What follows belongs to an exercise in optimizing a design on an open flow for small area; a production flow would make more cautious choices. Only simulation tests tie the RTL to the original design; equivalence was not proved. The flow treats the clock pin as an ideal source, which a real chip does not have.

==> xenon <==
## iob_axil_macc
module iob_axil_macc #(
   parameter DATA_W = 32
) (
   input                 clk_i,
   input                 cke_i,
   input                 arst_i,
   input  [       2-1:0] iob_csrs_axil_araddr_i,
   input                 iob_csrs_axil_arvalid_i,
   output                iob_csrs_axil_arready_o,
   output [  DATA_W-1:0] iob_csrs_axil_rdata_o,
   output [       2-1:0] iob_csrs_axil_rresp_o,
   output                iob_csrs_axil_rvalid_o,
   input                 iob_csrs_axil_rready_i,
   input  [       2-1:0] iob_csrs_axil_awaddr_i,
   input                 iob_csrs_axil_awvalid_i,
   output                iob_csrs_axil_awready_o,
   input  [  DATA_W-1:0] iob_csrs_axil_wdata_i,
   input  [DATA_W/8-1:0] iob_csrs_axil_wstrb_i,
   input                 iob_csrs_axil_wvalid_i,
   output                iob_csrs_axil_wready_o,
   output [       2-1:0] iob_csrs_axil_bresp_o,
   output                iob_csrs_axil_bvalid_o,
   input                 iob_csrs_axil_bready_i
);
==> flow/config.mk <==
export PLATFORM = sky130hd
export DESIGN_NAME = iob_axil_macc
export DESIGN_NICKNAME = iob_axil_macc
export VERILOG_FILES = /design/flow/design.v
export SDC_FILE = /design/flow/constraint.sdc
export NUM_CORES = 4
export LEC_CHECK = 0
export CAP_MARGIN = 20
export CORE_MARGIN = 2
export CORE_UTILIZATION = 40
export SLEW_MARGIN = 20
export SYNTH_HIERARCHICAL = 1
export SYNTH_MINIMUM_KEEP_SIZE = 0
==> flow/constraint.sdc <==
create_clock -name core_clock -period 5.0 [get_ports {clk_i}]
set_input_delay 1.0000 -clock core_clock [delete_from_list [all_inputs] [get_ports {clk_i}]]
set_output_delay 1.0000 -clock core_clock [all_outputs]
set_load 0.01 [all_outputs]
standard.sh (not shown) runs the stock make flow with config.mk's settings and CLKGATE_MAP_FILE= SYNTH_SCRIPT=/design/flow/synth_recipe.tcl, a recipe that flattens the netlist after the stock synthesis.
==> flow/flow/run.sh <==
#!/bin/bash
# The standard layout (standard.sh), with five changes to how the
# layout is made:
#  - after floorplanning, every combinational cell from synthesis is swapped
#    to the smallest cell of its kind (flow/downsize.tcl); the later repair
#    steps size cells up again where timing, slew or load need it;
#  - the constant outputs share synthesis's one tie cell instead of getting
#    a tie cell each (SKIP_REPAIR_TIE_FANOUT=1);
#  - the port buffers are buf_1 cells;
#  - the clock tree uses clkbuf_8 and no dummy loads;
#  - after clock tree synthesis, clock buffers are swapped to smaller ones
#    while every flip-flop clock pin keeps a slew under 110 ps
#    (flow/clkdown.tcl).
# Each step's full output goes to its own log file in this folder.
set -euo pipefail
RES="$PWD/orfs/results/sky130hd/iob_axil_macc/base"
ARGS=(
  "BUFFER_PORTS_ARGS=-buffer_cell sky130_fd_sc_hd__buf_1"
  "SKIP_REPAIR_TIE_FANOUT=1"
  "CTS_ARGS=-sink_clustering_enable -repair_clock_nets -dont_use_dummy_load -buf_list sky130_fd_sc_hd__clkbuf_8 -sink_clustering_size 30"
)
bash standard.sh "${ARGS[@]}" floorplan > standard_floorplan.log 2>&1
DS_ODB="$RES/2_floorplan.odb" openroad -no_init -exit flow/downsize.tcl > downsize.log 2>&1
bash standard.sh "${ARGS[@]}" cts > standard_cts.log 2>&1
PLATFORM_DIR="$FLOW_HOME/platforms/sky130hd" CD_ODB="$RES/4_cts.odb" CD_SDC="$RES/4_cts.sdc" \
  CLK_SLEW_TARGET=0.110 openroad -no_init -exit flow/clkdown.tcl > clkdown.log 2>&1
bash standard.sh "${ARGS[@]}" finish > standard_finish.log 2>&1
Other scripts of this flow, unchanged in this note and not shown: flow/flow/clkdown.tcl, flow/flow/downsize.tcl
==> raven (differences from xenon) <==
--- a/flow/design.v
+++ b/flow/design.v
@@ -630,28 +630,28 @@
          load <= load_d;
          a    <= a_d;
          b    <= b_d;
       end
    end
    reg           en_int;
    reg  [   2:0] dn;
    reg           done_int;
-   reg  [  15:0] accn;   
+   reg  [  15:0] acc;   
    reg           az;
    reg           cz;
    reg  [   7:0] a_s;
    reg  [   7:0] b_s;
-   wire [  15:0] acc_sumn;
+   wire [  15:0] acc_sum;
    wire          enp = en & ~en_int;
    macc_tree macc (
-      .a (a_s),
-      .b (b_s),
-      .mn(accn | {16{load | az}}),
-      .qn(acc_sumn)
+      .a(a_s),
+      .b(b_s),
+      .m(acc & {16{~(load | az)}}),
+      .q(acc_sum)
    );
    always @(posedge clk_i, negedge arst_i) begin
       if (!arst_i) begin
          en_int   <= 1'b0;
          dn       <= 3'd0;
          done_int <= 1'b0;
          az       <= 1'b1;
          cz       <= 1'b1;
@@ -661,36 +661,36 @@
             dn       <= {dn[1:0], enp};
             done_int <= ~enp & (dn[2] | done_int);
             if (dn[2]) az <= 1'b0;
             cz <= az;
          end
       end
    end
    always @(posedge clk_i) begin
-      if (cke_i & dn[2]) accn <= acc_sumn;
+      if (cke_i & dn[2]) acc <= acc_sum;
    end
    always @(posedge clk_i) begin
       if (cke_i & dn[0]) begin
          a_s <= a;
          b_s <= b;
       end
    end
-   reg  [  15:0] cqn;
+   reg  [  15:0] cq;
    reg           dq;
    always @(posedge clk_i) begin
       if (cke_i) begin
-         cqn <= accn;
+         cq <= acc;
          dq <= done_int;
       end
    end
    wire ia0 = (ia == 2'd0);
    wire ia1 = (ia == 2'd1);
    wire ia2 = (ia == 2'd2);
-   assign iob_csrs_axil_rdata_o   = {~(cqn | {16{~ia1 | cz}}), 7'd0, dq & ia0, ia2, 6'd0, ia2};
+   assign iob_csrs_axil_rdata_o   = {cq & {16{ia1 & ~cz}}, 7'd0, dq & ia0, ia2, 6'd0, ia2};
    assign iob_csrs_axil_rresp_o   = 2'b0;
    assign iob_csrs_axil_rvalid_o  = rvalid;
    assign iob_csrs_axil_arready_o = rdy;
    assign iob_csrs_axil_wready_o  = rdy;
    assign iob_csrs_axil_awready_o = awready;
    assign iob_csrs_axil_bresp_o   = 2'b0;
    assign iob_csrs_axil_bvalid_o  = bvalid;
 endmodule
@@ -702,107 +702,107 @@
    input  [W-1:0] d1,
    output [W-1:0] y
 );
    assign y = s ? d1 : d0;
 endmodule
 module macc_tree (
    input  [ 7:0] a,
    input  [ 7:0] b,
-   input  [15:0] mn,
-   output [15:0] qn
+   input  [15:0] m,
+   output [15:0] q
 );
    wire n1, n2;
-   macc_han h0 (mn[5], ~(a[0] & b[5]), n1, n2);
+   macc_ha h0 ((a[0] & b[5]), (a[1] & b[4]), n1, n2);
    wire n3, n4;
-   macc_fa u0 (mn[6], ~(a[0] & b[6]), ~(a[1] & b[5]), n3, n4);
+   macc_fa u0 ((a[0] & b[6]), (a[1] & b[5]), (a[2] & b[4]), n3, n4);
    wire n5, n6;
-   macc_han h1 (~(a[2] & b[4]), ~(a[3] & b[3]), n5, n6);
+   macc_ha h1 ((a[3] & b[3]), (a[4] & b[2]), n5, n6);
    wire n7, n8;
-   macc_fa u1 (mn[7], ~(a[0] & b[7]), ~(a[1] & b[6]), n7, n8);
+   macc_fa u1 ((a[0] & b[7]), (a[1] & b[6]), (a[2] & b[5]), n7, n8);
    wire n9, n10;
-   macc_fa u2 (~(a[2] & b[5]), ~(a[3] & b[4]), ~(a[4] & b[3]), n9, n10);
+   macc_fa u2 ((a[3] & b[4]), (a[4] & b[3]), (a[5] & b[2]), n9, n10);
    wire n11, n12;
-   macc_han h2 (~(a[5] & b[2]), ~(a[6] & b[1]), n11, n12);
+   macc_ha h2 ((a[6] & b[1]), (a[7] & b[0]), n11, n12);
    wire n13, n14;
-   macc_fa u3 (mn[8], ~(a[1] & b[7]), ~(a[2] & b[6]), n13, n14);
+   macc_fa u3 ((a[1] & b[7]), (a[2] & b[6]), (a[3] & b[5]), n13, n14);
    wire n15, n16;
-   macc_fa u4 (~(a[3] & b[5]), ~(a[4] & b[4]), ~(a[5] & b[3]), n15, n16);
+   macc_fa u4 ((a[4] & b[4]), (a[5] & b[3]), (a[6] & b[2]), n15, n16);
    wire n17, n18;
-   macc_han h3 (~(a[6] & b[2]), ~(a[7] & b[1]), n17, n18);
+   macc_ha h3 ((a[7] & b[1]), m[8], n17, n18);
    wire n19, n20;
-   macc_fa u5 (mn[9], ~(a[2] & b[7]), ~(a[3] & b[6]), n19, n20);
+   macc_fa u5 ((a[2] & b[7]), (a[3] & b[6]), (a[4] & b[5]), n19, n20);
    wire n21, n22;
-   macc_fa u6 (~(a[4] & b[5]), ~(a[5] & b[4]), ~(a[6] & b[3]), n21, n22);
+   macc_fa u6 ((a[5] & b[4]), (a[6] & b[3]), (a[7] & b[2]), n21, n22);
    wire n23, n24;
-   macc_fa u7 (mn[10], ~(a[3] & b[7]), ~(a[4] & b[6]), n23, n24);
+   macc_fa u7 ((a[3] & b[7]), (a[4] & b[6]), (a[5] & b[5]), n23, n24);
    wire n25, n26;
-   macc_han h4 (mn[3], ~(a[0] & b[3]), n25, n26);
+   macc_ha h4 ((a[0] & b[3]), (a[1] & b[2]), n25, n26);
    wire n27, n28;
-   macc_fa u8 (mn[4], ~(a[0] & b[4]), ~(a[1] & b[3]), n27, n28);
+   macc_fa u8 ((a[0] & b[4]), (a[1] & b[3]), (a[2] & b[2]), n27, n28);
    wire n29, n30;
-   macc_han h5 (~(a[2] & b[2]), ~(a[3] & b[1]), n29, n30);
+   macc_ha h5 ((a[3] & b[1]), (a[4] & b[0]), n29, n30);
    wire n31, n32;
-   macc_fa u9 (~(a[1] & b[4]), ~(a[2] & b[3]), ~(a[3] & b[2]), n31, n32);
+   macc_fa u9 ((a[2] & b[3]), (a[3] & b[2]), (a[4] & b[1]), n31, n32);
    wire n33, n34;
-   macc_fa u10 (~(a[4] & b[1]), ~(a[5] & b[0]), n1, n33, n34);
+   macc_fa u10 ((a[5] & b[0]), m[5], n1, n33, n34);
    wire n35, n36;
-   macc_fa u11 (~(a[4] & b[2]), ~(a[5] & b[1]), ~(a[6] & b[0]), n35, n36);
+   macc_fa u11 ((a[5] & b[1]), (a[6] & b[0]), m[6], n35, n36);
    wire n37, n38;
    macc_fa u12 (n2, n5, n3, n37, n38);
    wire n39, n40;
-   macc_fa u13 (~(a[7] & b[0]), n6, n11, n39, n40);
+   macc_fa u13 (m[7], n6, n11, n39, n40);
    wire n41, n42;
    macc_fa u14 (n4, n7, n9, n41, n42);
    wire n43, n44;
    macc_fa u15 (n12, n17, n10, n43, n44);
    wire n45, n46;
    macc_fa u16 (n8, n13, n15, n45, n46);
    wire n47, n48;
-   macc_fa u17 (~(a[7] & b[2]), n18, n14, n47, n48);
+   macc_fa u17 (m[9], n18, n14, n47, n48);
    wire n49, n50;
    macc_fa u18 (n16, n19, n21, n49, n50);
    wire n51, n52;
-   macc_fa u19 (~(a[5] & b[5]), ~(a[6] & b[4]), ~(a[7] & b[3]), n51, n52);
+   macc_fa u19 ((a[6] & b[4]), (a[7] & b[3]), m[10], n51, n52);
    wire n53, n54;
    macc_fa u20 (n20, n22, n23, n53, n54);
    wire n55, n56;
-   macc_fa u21 (mn[11], ~(a[4] & b[7]), ~(a[5] & b[6]), n55, n56);
+   macc_fa u21 ((a[4] & b[7]), (a[5] & b[6]), (a[6] & b[5]), n55, n56);
    wire n57, n58;
-   macc_fa u22 (~(a[6] & b[5]), ~(a[7] & b[4]), n24, n57, n58);
+   macc_fa u22 ((a[7] & b[4]), m[11], n24, n57, n58);
    wire n59, n60;
-   macc_fa u23 (mn[12], ~(a[5] & b[7]), ~(a[6] & b[6]), n59, n60);
+   macc_fa u23 ((a[5] & b[7]), (a[6] & b[6]), (a[7] & b[5]), n59, n60);
    wire n61, n62;
-   macc_han h6 (mn[2], ~(a[0] & b[2]), n61, n62);
+   macc_ha h6 ((a[0] & b[2]), (a[1] & b[1]), n61, n62);
    wire n63, n64;
-   macc_fa u24 (~(a[1] & b[2]), ~(a[2] & b[1]), ~(a[3] & b[0]), n63, n64);
+   macc_fa u24 ((a[2] & b[1]), (a[3] & b[0]), m[3], n63, n64);
    wire n65, n66;
-   macc_fa u25 (~(a[4] & b[0]), n26, n29, n65, n66);
+   macc_fa u25 (m[4], n26, n29, n65, n66);
    wire n67, n68;
    macc_fa u26 (n30, n28, n31, n67, n68);
    wire n69, n70;
    macc_fa u27 (n32, n35, n34, n69, n70);
    wire n71, n72;
    macc_fa u28 (n36, n39, n38, n71, n72);
    wire n73, n74;
    macc_fa u29 (n40, n42, n43, n73, n74);
    wire n75, n76;
    macc_fa u30 (n44, n46, n47, n75, n76);
    wire n77, n78;
    macc_fa u31 (n51, n48, n50, n77, n78);
    wire n79, n80;
    macc_fa u32 (n52, n55, n54, n79, n80);
    wire n81, n82;
-   macc_fa u33 (~(a[7] & b[5]), n56, n59, n81, n82);
+   macc_fa u33 (m[12], n56, n59, n81, n82);
    wire n83, n84;
-   macc_fa u34 (mn[13], ~(a[6] & b[7]), ~(a[7] & b[6]), n83, n84);
+   macc_fa u34 ((a[6] & b[7]), (a[7] & b[6]), m[13], n83, n84);
    wire n85, n86;
-   macc_han h7 (mn[1], ~(a[0] & b[1]), n85, n86);
+   macc_ha h7 ((a[0] & b[1]), (a[1] & b[0]), n85, n86);
    wire n87, n88;
-   macc_fa u35 (~(a[1] & b[1]), ~(a[2] & b[0]), n61, n87, n88);
+   macc_fa u35 ((a[2] & b[0]), m[2], n61, n87, n88);
    wire n89, n90;
    macc_fa u36 (n62, n25, n63, n89, n90);
    wire n91, n92;
    macc_fa u37 (n64, n27, n65, n91, n92);
    wire n93, n94;
    macc_fa u38 (n66, n33, n67, n93, n94);
    wire n95, n96;
    macc_fa u39 (n68, n37, n69, n95, n96);
@@ -816,31 +816,31 @@
    macc_fa u43 (n53, n76, n77, n103, n104);
    wire n105, n106;
    macc_fa u44 (n57, n78, n79, n105, n106);
    wire n107, n108;
    macc_fa u45 (n58, n81, n80, n107, n108);
    wire n109, n110;
    macc_fa u46 (n60, n83, n82, n109, n110);
    wire n111, n112;
-   macc_fa u47 (mn[14], ~(a[7] & b[7]), n84, n111, n112);
+   macc_fa u47 ((a[7] & b[7]), m[14], n84, n111, n112);
    wire n113, n114;
-   macc_han h8 (mn[0], ~(a[0] & b[0]), n113, n114);
+   macc_ha h8 ((a[0] & b[0]), m[0], n113, n114);
    wire n115, n116;
-   macc_fa u48 (~(a[1] & b[0]), n85, n114, n115, n116);
+   macc_fa u48 (m[1], n85, n114, n115, n116);
    wire n117, n118;
    macc_fa u49 (n86, n87, n116, n117, n118);
    wire n119, n120;
    macc_fa u50 (n88, n89, n118, n119, n120);
    wire n121, n122;
    macc_fa u51 (n90, n91, n120, n121, n122);
-   wire [10:0] r0 = {mn[15], n110, n108, n106, n104, n102, n100, n98, n96, n94, n92};
+   wire [10:0] r0 = {m[15], n110, n108, n106, n104, n102, n100, n98, n96, n94, n92};
    wire [10:0] r1 = {n112, n111, n109, n107, n105, n103, n101, n99, n97, n95, n93};
    wire [10:0] rs = r0 + r1 + n122;
-   assign qn = {rs[10], rs[9], rs[8], rs[7], rs[6], rs[5], rs[4], rs[3], rs[2], rs[1], rs[0], n121, n119, n117, n115, n113};
+   assign q = {rs[10], rs[9], rs[8], rs[7], rs[6], rs[5], rs[4], rs[3], rs[2], rs[1], rs[0], n121, n119, n117, n115, n113};
 endmodule
 module macc_fa (
    input  x,
    input  y,
    input  z,
    output s,
    output c
 );
@@ -851,17 +851,8 @@
    input  x,
    input  y,
    output s,
    output c
 );
    assign s = x ^ y;
    assign c = x & y;
 endmodule
-module macc_han (
-   input  xn,
-   input  yn,
-   output sn,
-   output cn
-);
-   assign sn = ~(xn ^ yn);
-   assign cn = xn | yn;
-endmodule
==> flow/flow/run.sh (replaced) <==
#!/bin/bash
# The standard layout (standard.sh), with four changes to how the
# layout is made:
#  - after floorplanning, every combinational cell from synthesis is swapped
#    to the smallest cell of its kind (flow/downsize.tcl); the later repair
#    steps size cells up again where timing, slew or load need it;
#  - the port buffers are buf_1 cells;
#  - the clock tree uses clkbuf_8 and no dummy loads;
#  - after clock tree synthesis, clock buffers are swapped to smaller ones
#    while every flip-flop clock pin keeps a slew under 110 ps
#    (flow/clkdown.tcl).
# Each step's full output goes to its own log file in this folder.
set -euo pipefail
RES="$PWD/orfs/results/sky130hd/iob_axil_macc/base"
ARGS=(
  "BUFFER_PORTS_ARGS=-buffer_cell sky130_fd_sc_hd__buf_1"
  "CTS_ARGS=-sink_clustering_enable -repair_clock_nets -dont_use_dummy_load -buf_list sky130_fd_sc_hd__clkbuf_8 -sink_clustering_size 30"
)
bash standard.sh "${ARGS[@]}" floorplan > standard_floorplan.log 2>&1
DS_ODB="$RES/2_floorplan.odb" openroad -no_init -exit flow/downsize.tcl > downsize.log 2>&1
bash standard.sh "${ARGS[@]}" cts > standard_cts.log 2>&1
PLATFORM_DIR="$FLOW_HOME/platforms/sky130hd" CD_ODB="$RES/4_cts.odb" CD_SDC="$RES/4_cts.sdc" \
  CLK_SLEW_TARGET=0.110 openroad -no_init -exit flow/clkdown.tcl > clkdown.log 2>&1
bash standard.sh "${ARGS[@]}" finish > standard_finish.log 2>&1
==> run notes <==
Register-to-register slack: raven is higher than xenon (150 ps). Against raven, the non-clock buffer count of xenon is lower by 2. Synthesized area is about the same in xenon and raven. In die area, raven and xenon hardly differ.

==> static timing again, ports no longer ideal <==
The results above use ideal ports. As a check the final layouts listed here were re-extracted and re-timed, cells and wires unchanged.
Step 1, drivers: a clkbuf_16 drives clk_i and a buf_2 each remaining input, both assumed.
Step 2 moves the port delays by t, midway between the first and last clock arrival at a register: inputs arrive t later, outputs are due t later. That takes back most of the time a late clock gives input paths.
Three values: no drivers, after step 1, after step 2; two values: the first two.
run | t, ns | setup WS [ns] | clock arrival spread, ns
xenon | 0.548 | 0.273 / 0.273 / 0.273 | 0.035 / 0.035
raven | 0.524 | 0.419 / 0.419 / 0.419 | 0.028 / 0.028
After both steps every run listed still meets setup and hold.
